Context: an optimization exercise on an open-source flow, tuned for small area, a short achievable clock period and few clock cycles per item. The choices shown serve that exercise and are no tape-out recipe.
Only simulation tests tie the RTL to the original design; equivalence was not proved.
The flow treats the clock pin as an ideal source, which a real chip does not have.
Power figures rest on the tool's default switching activity, not on a simulated workload.

## oak
==> flow/design.v (excerpt) <==
module jpc_idecode(
    input  wire        clk,
    input  wire        rst,
    input  wire [31:0] instr_I,
    input  wire        instr_valid_I,
    input  wire        decode_ready_I,
    output wire        instr_ready_O,
    output wire [6:0]  opcode_O,
    output wire [2:0]  funct3_O,
    output wire [4:0]  rd_O,
    output wire [31:0] imm32_O,
    output wire [4:0]  rs1_O,
    output wire [4:0]  rs2_O,
    output wire [6:0]  funct7_O,
    output wire        ecall_O,
    output wire        ebreak_O,
    output wire        fence_O,
    output wire        fence_i_O,
    output wire        error_O,
    output reg         decode_valid_O
);
    assign instr_ready_O = decode_ready_I;
    always @(posedge clk or posedge rst) begin
        if (rst)
            decode_valid_O <= 1'b0;
        else
            decode_valid_O <= instr_valid_I & decode_ready_I;
    end
    wire [31:0] i  = instr_I;
    wire [6:0]  op = i[6:0];
    wire        s  = i[31];
    wire op_opimm = (op == 7'b0010011);
  ...
==> flow/config.mk <==
export PLATFORM = sky130hd
export DESIGN_NAME = jpc_idecode
export DESIGN_NICKNAME = jpc_idecode
export VERILOG_FILES = /design/flow/design.v
export SDC_FILE = /design/flow/constraint.sdc
export NUM_CORES = 4
export LEC_CHECK = 0
export CAP_MARGIN = 20
export CORE_MARGIN = 2
export CORE_UTILIZATION = 40
export SETUP_SLACK_MARGIN = 3.0
export SLEW_MARGIN = 20
==> flow/constraint.sdc <==
create_clock -name core_clock -period 5.0 [get_ports {clk}]
set_input_delay 1.0000 -clock core_clock [delete_from_list [all_inputs] [get_ports {clk}]]
set_output_delay 1.0000 -clock core_clock [all_outputs]
set_load 0.01 [all_outputs]
standard.sh (not shown) runs the stock make flow with config.mk's settings and CLKGATE_MAP_FILE= SYNTH_SCRIPT=/design/flow/synth_recipe.tcl, a recipe that flattens the netlist after the stock synthesis.
==> flow/flow/run.sh <==
#!/bin/bash
# Standard layout, except that the port buffers are the platform's smallest plain buffer
# (the default pick is a delay cell, clkdlybuf4s50_1) and timing repair aims for positive
# setup slack. Full tool output goes to flow_standard.log.
set -euo pipefail
bash standard.sh "BUFFER_PORTS_ARGS=-buffer_cell sky130_fd_sc_hd__buf_1" finish > flow_standard.log 2>&1
oak | status: complete | timing, DRC, antenna: pass
Testbench counts of oak, summed over its fixed seeds: cycles 12,646, items 12,000.
> inputs changed (oak -> pine)
- putting CTS_BUF_LIST at sky130_fd_sc_hd__clkbuf_8 sky130_fd_sc_hd__clkbuf_16 where nothing was set
- putting CTS_CLUSTER_SIZE at 50 where nothing was set
- swapping 40 for 70 in CORE_UTILIZATION
[summary]
- Compared with oak, in pine proportion of cell area occupied by multi-input gates +0.30 points; number of cells in the finished layout apart from fillers saw a decrease.
- Relative contribution of combinational cells to total power | pine above oak
--- input diff pine..birch ---
- CORE_UTILIZATION: 70 -> 40
- CTS_CLUSTER_SIZE: 50 -> unset
- CTS_BUF_LIST: sky130_fd_sc_hd__clkbuf_8 sky130_fd_sc_hd__clkbuf_16 -> unset
- SETUP_SLACK_MARGIN: 3.0 -> unset
### Flow results
Changes observed in birch relative to pine: met3 track utilization from global routing fell by 4.7 points; die area rose by 1900 um^2.
pine has a higher relative max-transition margin than birch.
Maximum ir drop on the vdd rail ends up lower on birch.

---

Starting RTL as in the previous note.
Settings: LEC_CHECK=0, CAP_MARGIN=20, CORE_MARGIN=2, CORE_UTILIZATION=40, SETUP_SLACK_MARGIN=2.65, SLEW_MARGIN=20; clock period 5.0 ns.
==> flow/flow/run.sh <==
#!/bin/bash
# The standard layout with three changes:
#  - synthesis maps the logic with an area-oriented ABC script (flow/synth.tcl is the standard flow's
#    standard synthesis script with only ABC's script replaced by flow/abc_area.script);
#  - the port buffers are the platform's smallest plain buffer (buf_1) instead of the
#    default pick, a delay cell;
#  - clock tree synthesis is replaced by flow/clock.tcl: a few clock buffers, each at the
#    centre of a group of nearby flip-flops, driven directly by the clock port.
# Each tool's full output goes to a log of its own in this folder.
set -euo pipefail
HERE=$(pwd)
export MY_ABC_SCRIPT=$HERE/flow/abc_area.script
SYN="SYNTH_SCRIPT=$HERE/flow/synth.tcl"
PORTS="BUFFER_PORTS_ARGS=-buffer_cell sky130_fd_sc_hd__buf_1"
bash standard.sh "$SYN" "$PORTS" place > flow_place.log 2>&1
MARGIN=$(sed -n "s/^export SETUP_SLACK_MARGIN *= *//p" config.mk)
SETUP_SLACK_MARGIN=${MARGIN:-0} RES_DIR=orfs/results/$FLOW_PLATFORM/jpc_idecode/base \
  CLOCK_GROUPS=4 CLOCK_BUF=sky130_fd_sc_hd__clkbuf_4 \
  openroad -no_init -exit flow/clock.tcl > flow_clock.log 2>&1
bash standard.sh "$SYN" "$PORTS" finish > flow_finish.log 2>&1
==> flow/flow/clock.tcl <==
# Clock distribution in place of ORFS's clock tree synthesis: the flip-flops are split into
# a few groups by position (k-means), and one clock buffer at the centre of each group drives
# that group's clock pins; the clock port drives only these buffers. Then the same timing
# repair and legalisation as ORFS's CTS step, and its outputs (4_1_cts.odb, 4_cts.sdc).
set res $::env(RES_DIR)
set k $::env(CLOCK_GROUPS)
set buf_cell $::env(CLOCK_BUF)
read_liberty $::env(FLOW_HOME)/platforms/sky130hd/lib/sky130_fd_sc_hd__tt_025C_1v80.lib
read_db $res/3_place.odb
read_sdc $res/3_place.sdc
source $::env(FLOW_HOME)/platforms/sky130hd/setRC.tcl

set block [ord::get_db_block]
set dbu [$block getDbUnitsPerMicron]

# clock pin of each flip-flop and its position in um
set pts {}
foreach pin [all_registers -clock_pins] {
  set bbox [[sta::sta_to_db_inst [get_cells -of_objects $pin]] getBBox]
  lappend pts [list $pin [expr {([$bbox xMin] + [$bbox xMax]) / 2.0 / $dbu}] \
                         [expr {([$bbox yMin] + [$bbox yMax]) / 2.0 / $dbu}]]
}
set n [llength $pts]

# k-means, seeded with points spread along x+y
set sorted [lsort -real -command {apply {{a b} {
  set d [expr {[lindex $a 1] + [lindex $a 2] - [lindex $b 1] - [lindex $b 2]}]
  expr {$d < 0 ? -1 : ($d > 0 ? 1 : 0)}}}} $pts]
set cents {}
for {set c 0} {$c < $k} {incr c} {
  set p [lindex $sorted [expr {int(($c + 0.5) * $n / $k)}]]
  lappend cents [list [lindex $p 1] [lindex $p 2]]
}
for {set it 0} {$it < 50} {incr it} {
  for {set c 0} {$c < $k} {incr c} { set grp($c) {}; set sx($c) 0.0; set sy($c) 0.0 }
  foreach p $pts {
    set best 0; set bd 1e30
    for {set c 0} {$c < $k} {incr c} {
      set dx [expr {[lindex $p 1] - [lindex $cents $c 0]}]
      set dy [expr {[lindex $p 2] - [lindex $cents $c 1]}]
      set d [expr {$dx * $dx + $dy * $dy}]
      if {$d < $bd} { set bd $d; set best $c }
    }
    lappend grp($best) [lindex $p 0]
    set sx($best) [expr {$sx($best) + [lindex $p 1]}]
    set sy($best) [expr {$sy($best) + [lindex $p 2]}]
  }
  set new {}
  for {set c 0} {$c < $k} {incr c} {
    set m [llength $grp($c)]
    if {$m == 0} { lappend new [lindex $cents $c] } else {
      lappend new [list [expr {$sx($c) / $m}] [expr {$sy($c) / $m}]]
    }
  }
  set cents $new
}

# final assignment with at most ceil(n/k) flip-flops per group: nearest pairs first
set cap [expr {($n + $k - 1) / $k}]
set pairs {}
foreach p $pts {
  for {set c 0} {$c < $k} {incr c} {
    set dx [expr {[lindex $p 1] - [lindex $cents $c 0]}]
    set dy [expr {[lindex $p 2] - [lindex $cents $c 1]}]
    lappend pairs [list [expr {$dx * $dx + $dy * $dy}] [lindex $p 0] $c [lindex $p 1] [lindex $p 2]]
  }
}
for {set c 0} {$c < $k} {incr c} { set grp($c) {}; set sx($c) 0.0; set sy($c) 0.0 }
set done [dict create]
foreach q [lsort -real -index 0 $pairs] {
  lassign $q d pin c x y
  if {[dict exists $done $pin] || [llength $grp($c)] >= $cap} { continue }
  dict set done $pin 1
  lappend grp($c) $pin
  set sx($c) [expr {$sx($c) + $x}]
  set sy($c) [expr {$sy($c) + $y}]
}
set cents {}
for {set c 0} {$c < $k} {incr c} {
  set m [llength $grp($c)]
  if {$m == 0} { lappend cents {0 0} } else { lappend cents [list [expr {$sx($c) / $m}] [expr {$sy($c) / $m}]] }
}

for {set c 0} {$c < $k} {incr c} {
  if {[llength $grp($c)] == 0} { continue }
  lassign [lindex $cents $c] x y
  puts "clock group $c: [llength $grp($c)] flip-flops, buffer at $x $y"
  set sta_buf [insert_buffer -buffer_cell $buf_cell -net clk -load_pins $grp($c) \
    -location [list $x $y] -buffer_name clkbuf_$c -net_name clknet_$c]
  set buf [sta::sta_to_db_inst $sta_buf]
  foreach term {A X} { [[$buf findITerm $term] getNet] setSigType CLOCK }
}

set_propagated_clock [all_clocks]
estimate_parasitics -placement
detailed_placement
estimate_parasitics -placement
set margin 0
if {[info exists ::env(SETUP_SLACK_MARGIN)]} { set margin $::env(SETUP_SLACK_MARGIN) }
repair_timing -setup -setup_margin $margin -repair_tns 100
repair_timing -hold -hold_margin 0
detailed_placement
check_placement -verbose
report_checks -path_delay max -group_path_count 5 -format end
report_check_types -max_slew -max_capacitance -violators
foreach pin [all_registers -clock_pins] {
  set s [get_property $pin slew_max]
  if {![info exists worst] || $s > $worst} { set worst $s }
}
puts "worst flip-flop clock slew (estimated): $worst"
write_db $res/4_1_cts.odb
write_sdc -no_timestamp $res/4_cts.sdc
Other scripts of this flow, unchanged in this note and not shown: flow/flow/abc_area.script, flow/flow/synth.tcl
The starting point produced a clean layout.
Testbench counts at the start, summed over its fixed seeds: cycles 12,646, items 12,000.
==> next run, changes <==
--- a/flow/flow/run.sh
+++ b/flow/flow/run.sh
@@ -17,3 +17,3 @@
 SETUP_SLACK_MARGIN=${MARGIN:-0} RES_DIR=orfs/results/$FLOW_PLATFORM/jpc_idecode/base \
-  CLOCK_GROUPS=4 CLOCK_BUF=sky130_fd_sc_hd__clkbuf_4 \
+  CLOCK_GROUPS=3 CLOCK_BUF=sky130_fd_sc_hd__clkbuf_8 \
   openroad -no_init -exit flow/clock.tcl > flow_clock.log 2>&1
CORE_UTILIZATION = 70   (was 40)
=>
- The new run produced a clean layout
- die area drops by 41%
- clock-buffer cell count drops by 1
- hold slack improves by 0.031 ns
- final cell count drops by 7.5%
- power climbs by 5.6%
- clock power climbs by 22%
- cell area drops by 0.54%
- first-iteration DRC count climbs by 96%
==> next run, changes <==
CORE_UTILIZATION = 40   (was 70)
SETUP_SLACK_MARGIN = 2.85   (was 2.65)
Effect:
- combinational power stays flat
- utilization is lower by 37 points
- sequential power hardly moves
==> next run, changes <==
CORE_UTILIZATION = 35   (was 40)
SETUP_SLACK_MARGIN = 2.65   (was 2.85)
The new run completed with no timing, DRC or antenna violations.
Hold slack gets worse by 0.018 ns.
Wire length came out lower by 1.0%.
Flip-flop and latch count is unchanged.
Power came out higher by 0.70%.
Core utilization came out lower by 10 points.

---

Starting RTL as in the previous note.
export LEC_CHECK = 0
export CAP_MARGIN = 20
export CORE_MARGIN = 2
export CORE_UTILIZATION = 30
export SETUP_SLACK_MARGIN = 2.65
export SLEW_MARGIN = 20
create_clock -name core_clock -period 5.0 [get_ports {clk}]
==> flow/flow/run.sh <==
#!/bin/bash
# The standard layout with three changes:
#  - synthesis maps the logic with an area-oriented ABC script (flow/synth.tcl is the standard flow's
#    standard synthesis script with only ABC's script replaced by flow/abc_area.script);
#  - the port buffers are the platform's smallest plain buffer (buf_1) instead of the
#    default pick, a delay cell;
#  - clock tree synthesis is replaced by flow/clock.tcl: a few clock buffers, each at the
#    centre of a group of nearby flip-flops, driven directly by the clock port.
# Each tool's full output goes to a log of its own in this folder.
set -euo pipefail
HERE=$(pwd)
export MY_ABC_SCRIPT=$HERE/flow/abc_area.script
SYN="SYNTH_SCRIPT=$HERE/flow/synth.tcl"
PORTS="BUFFER_PORTS_ARGS=-buffer_cell sky130_fd_sc_hd__buf_1"
bash standard.sh "$SYN" "$PORTS" place > flow_place.log 2>&1
MARGIN=$(sed -n "s/^export SETUP_SLACK_MARGIN *= *//p" config.mk)
SETUP_SLACK_MARGIN=${MARGIN:-0} RES_DIR=orfs/results/$FLOW_PLATFORM/jpc_idecode/base \
  CLOCK_GROUPS=3 CLOCK_BUF=sky130_fd_sc_hd__clkbuf_8 \
  openroad -no_init -exit flow/clock.tcl > flow_clock.log 2>&1
bash standard.sh "$SYN" "$PORTS" finish > flow_finish.log 2>&1
==> flow/flow/abc_area.script <==
&get -n
&st
&dch
&nf
&put
==> flow/flow/synth.tcl <==
proc synth {args} { yosys synth -nofsm -noshare {*}$args }
# Technology mapping with an area-oriented ABC script (flow/abc_area.script) in place of
# ORFS's; everything else is the standard synthesis.
proc abc {args} {
  set i [lsearch -exact $args -script]
  if {$i >= 0} { lset args [expr {$i + 1}] $::env(MY_ABC_SCRIPT) }
  yosys abc {*}$args
}
source $::env(SCRIPTS_DIR)/synth.tcl
# left out here: clear keep_hierarchy, flatten, clean up, hide names made inside functions, write 1_2_yosys.v
Scripts as last shown in full above: flow/flow/clock.tcl
The starting point finished clean.
Testbench counts at the start, summed over its fixed seeds: cycles 12,646, items 12,000.
Change:
--- a/flow/flow/run.sh
+++ b/flow/flow/run.sh
@@ -17,3 +17,3 @@
 SETUP_SLACK_MARGIN=${MARGIN:-0} RES_DIR=orfs/results/$FLOW_PLATFORM/jpc_idecode/base \
-  CLOCK_GROUPS=3 CLOCK_BUF=sky130_fd_sc_hd__clkbuf_8 \
+  CLOCK_GROUPS=2 CLOCK_BUF=sky130_fd_sc_hd__clkbuf_8 \
   openroad -no_init -exit flow/clock.tcl > flow_clock.log 2>&1
Settings changed: CORE_UTILIZATION 30 to 40.
The new run finished clean.
First-iteration DRC count is higher by about 22%.
Clock power is lower by 18%.
Count of clock-buffer cells in the layout is lower by 1.
Utilization is higher by 14 points.
Routed wire length is lower by about 5%.
Die area is lower by 24%.
Area after synthesis is unchanged.
Synthesized cell count is unchanged.
Change:
==> flow/flow/run.sh (replaced) <==
#!/bin/bash
# The standard layout with two changes:
#  - the port buffers are the platform's smallest plain buffer (buf_1) instead of the
#    default pick, a delay cell;
#  - clock tree synthesis is replaced by flow/clock.tcl: a few clock buffers, each at the
#    centre of a group of nearby flip-flops, driven directly by the clock port.
# Each tool's full output goes to a log of its own in this folder.
set -euo pipefail
PORTS="BUFFER_PORTS_ARGS=-buffer_cell sky130_fd_sc_hd__buf_1"
bash standard.sh "$PORTS" place > flow_place.log 2>&1
MARGIN=$(sed -n "s/^export SETUP_SLACK_MARGIN *= *//p" config.mk)
SETUP_SLACK_MARGIN=${MARGIN:-0} RES_DIR=orfs/results/$FLOW_PLATFORM/jpc_idecode/base \
  CLOCK_GROUPS=3 CLOCK_BUF=sky130_fd_sc_hd__clkbuf_8 \
  openroad -no_init -exit flow/clock.tcl > flow_clock.log 2>&1
bash standard.sh "$PORTS" finish > flow_finish.log 2>&1
Settings changed: SETUP_SLACK_MARGIN 2.65 to 2.75.
removed: flow/flow/abc_area.script
removed: flow/flow/synth.tcl
=>
- The new run produced a clean layout
- design area climbs by about 9%
- routed wire length is higher by about 17%
- hold slack gets better by 0.043 ns
- count of clock-buffer cells in the layout came out higher by 1
- via count increases by 12%
- utilization goes down by 3.4 points
- setup slack gets better by 0.033 ns
- total power rises by about 7%
- sequential power barely changes
- combinational power climbs by 27%
- fmax is higher by about 1.5%
Change:
--- a/flow/flow/run.sh
+++ b/flow/flow/run.sh
@@ -1,3 +1,5 @@
 #!/bin/bash
-# The standard layout with two changes:
+# The standard layout with three changes:
+#  - synthesis maps the logic with an area-oriented ABC script (flow/synth.tcl is the standard flow's
+#    standard synthesis script with only ABC's script replaced by flow/abc_area.script);
 #  - the port buffers are the platform's smallest plain buffer (buf_1) instead of the
@@ -8,4 +10,7 @@
 set -euo pipefail
+HERE=$(pwd)
+export MY_ABC_SCRIPT=$HERE/flow/abc_area.script
+SYN="SYNTH_SCRIPT=$HERE/flow/synth.tcl"
 PORTS="BUFFER_PORTS_ARGS=-buffer_cell sky130_fd_sc_hd__buf_1"
-bash standard.sh "$PORTS" place > flow_place.log 2>&1
+bash standard.sh "$SYN" "$PORTS" place > flow_place.log 2>&1
 MARGIN=$(sed -n "s/^export SETUP_SLACK_MARGIN *= *//p" config.mk)
@@ -14,2 +19,2 @@
   openroad -no_init -exit flow/clock.tcl > flow_clock.log 2>&1
-bash standard.sh "$PORTS" finish > flow_finish.log 2>&1
+bash standard.sh "$SYN" "$PORTS" finish > flow_finish.log 2>&1
==> flow/flow/abc_area.script (new file) <==
&get -n
&st
&dch
&nf
&put
==> flow/flow/synth.tcl (new file) <==
proc synth {args} { yosys synth -nofsm -noshare {*}$args }
# Technology mapping with an area-oriented ABC script (flow/abc_area.script) in place of
# ORFS's; everything else is the standard synthesis.
proc abc {args} {
  set i [lsearch -exact $args -script]
  if {$i >= 0} { lset args [expr {$i + 1}] $::env(MY_ABC_SCRIPT) }
  yosys abc {*}$args
}
source $::env(SCRIPTS_DIR)/synth.tcl
# left out here: clear keep_hierarchy, flatten, clean up, hide names made inside functions, write 1_2_yosys.v
Settings changed: SETUP_SLACK_MARGIN 2.75 to 2.3.
Effect: Total power is lower by a few percent. Die area is lower by roughly a tenth. Global-route usage is lower by 0.16 points. Design area is lower by a little under a tenth. Hold slack is about the same. Via count is lower by roughly a tenth. Maximum frequency is lower by a few percent. Count of clock-buffer cells in the layout does not change. Setup slack gets worse by 0.12 ns. Cell count is lower by a little under a tenth. Core utilization is higher by 3.5 points.

## re-timing with driven ports
Ports are ideal in the flow. The routed layouts listed here were re-timed in OpenROAD.
Step 1: set_driving_cell puts a clkbuf_16 on clk and a buf_2 on each other input, an assumption about the parent block.
Step 2 moves the port delays by t, midway between the first and last clock arrival at a register: inputs arrive t later, outputs are due t later. That takes back most of the time a late clock gives input paths.
Three values: ideal, step 1, step 2; two values: the first two.
run | t (ns) | slack for setup (ns) | worst data-port slew with drivers (ns)
oak | 0.312 | 2.744 / 2.717 / 2.771 | 0.04
pine | 0.320 | 2.719 / 2.693 / 2.757 | 0.06
birch | 0.319 | 2.483 / 2.458 / 2.638 | 0.04
the first run of note 2 | 0.207 | 2.775 / 2.733 / 2.688 | 0.04
the second run of note 2 | 0.190 | 2.713 / 2.676 / 2.594 | 0.05
the third run of note 2 | 0.189 | 2.798 / 2.779 / 2.778 | 0.04
the fourth run of note 2 | 0.194 | 2.777 / 2.747 / 2.725 | 0.04
the first run of note 3 | 0.194 | 2.773 / 2.750 / 2.714 | 0.04
the second run of note 3 | 0.203 | 2.761 / 2.730 / 2.702 | 0.04
the third run of note 3 | 0.197 | 2.794 / 2.769 / 2.768 | 0.04
the fourth run of note 3 | 0.188 | 2.670 / 2.627 / 2.594 | 0.04
After both steps setup and hold are still met in every run listed. For the second run of note 2, which loses most, drivers alone change the setup slack by -0.037 ns; drivers and shift together by -0.119 ns.
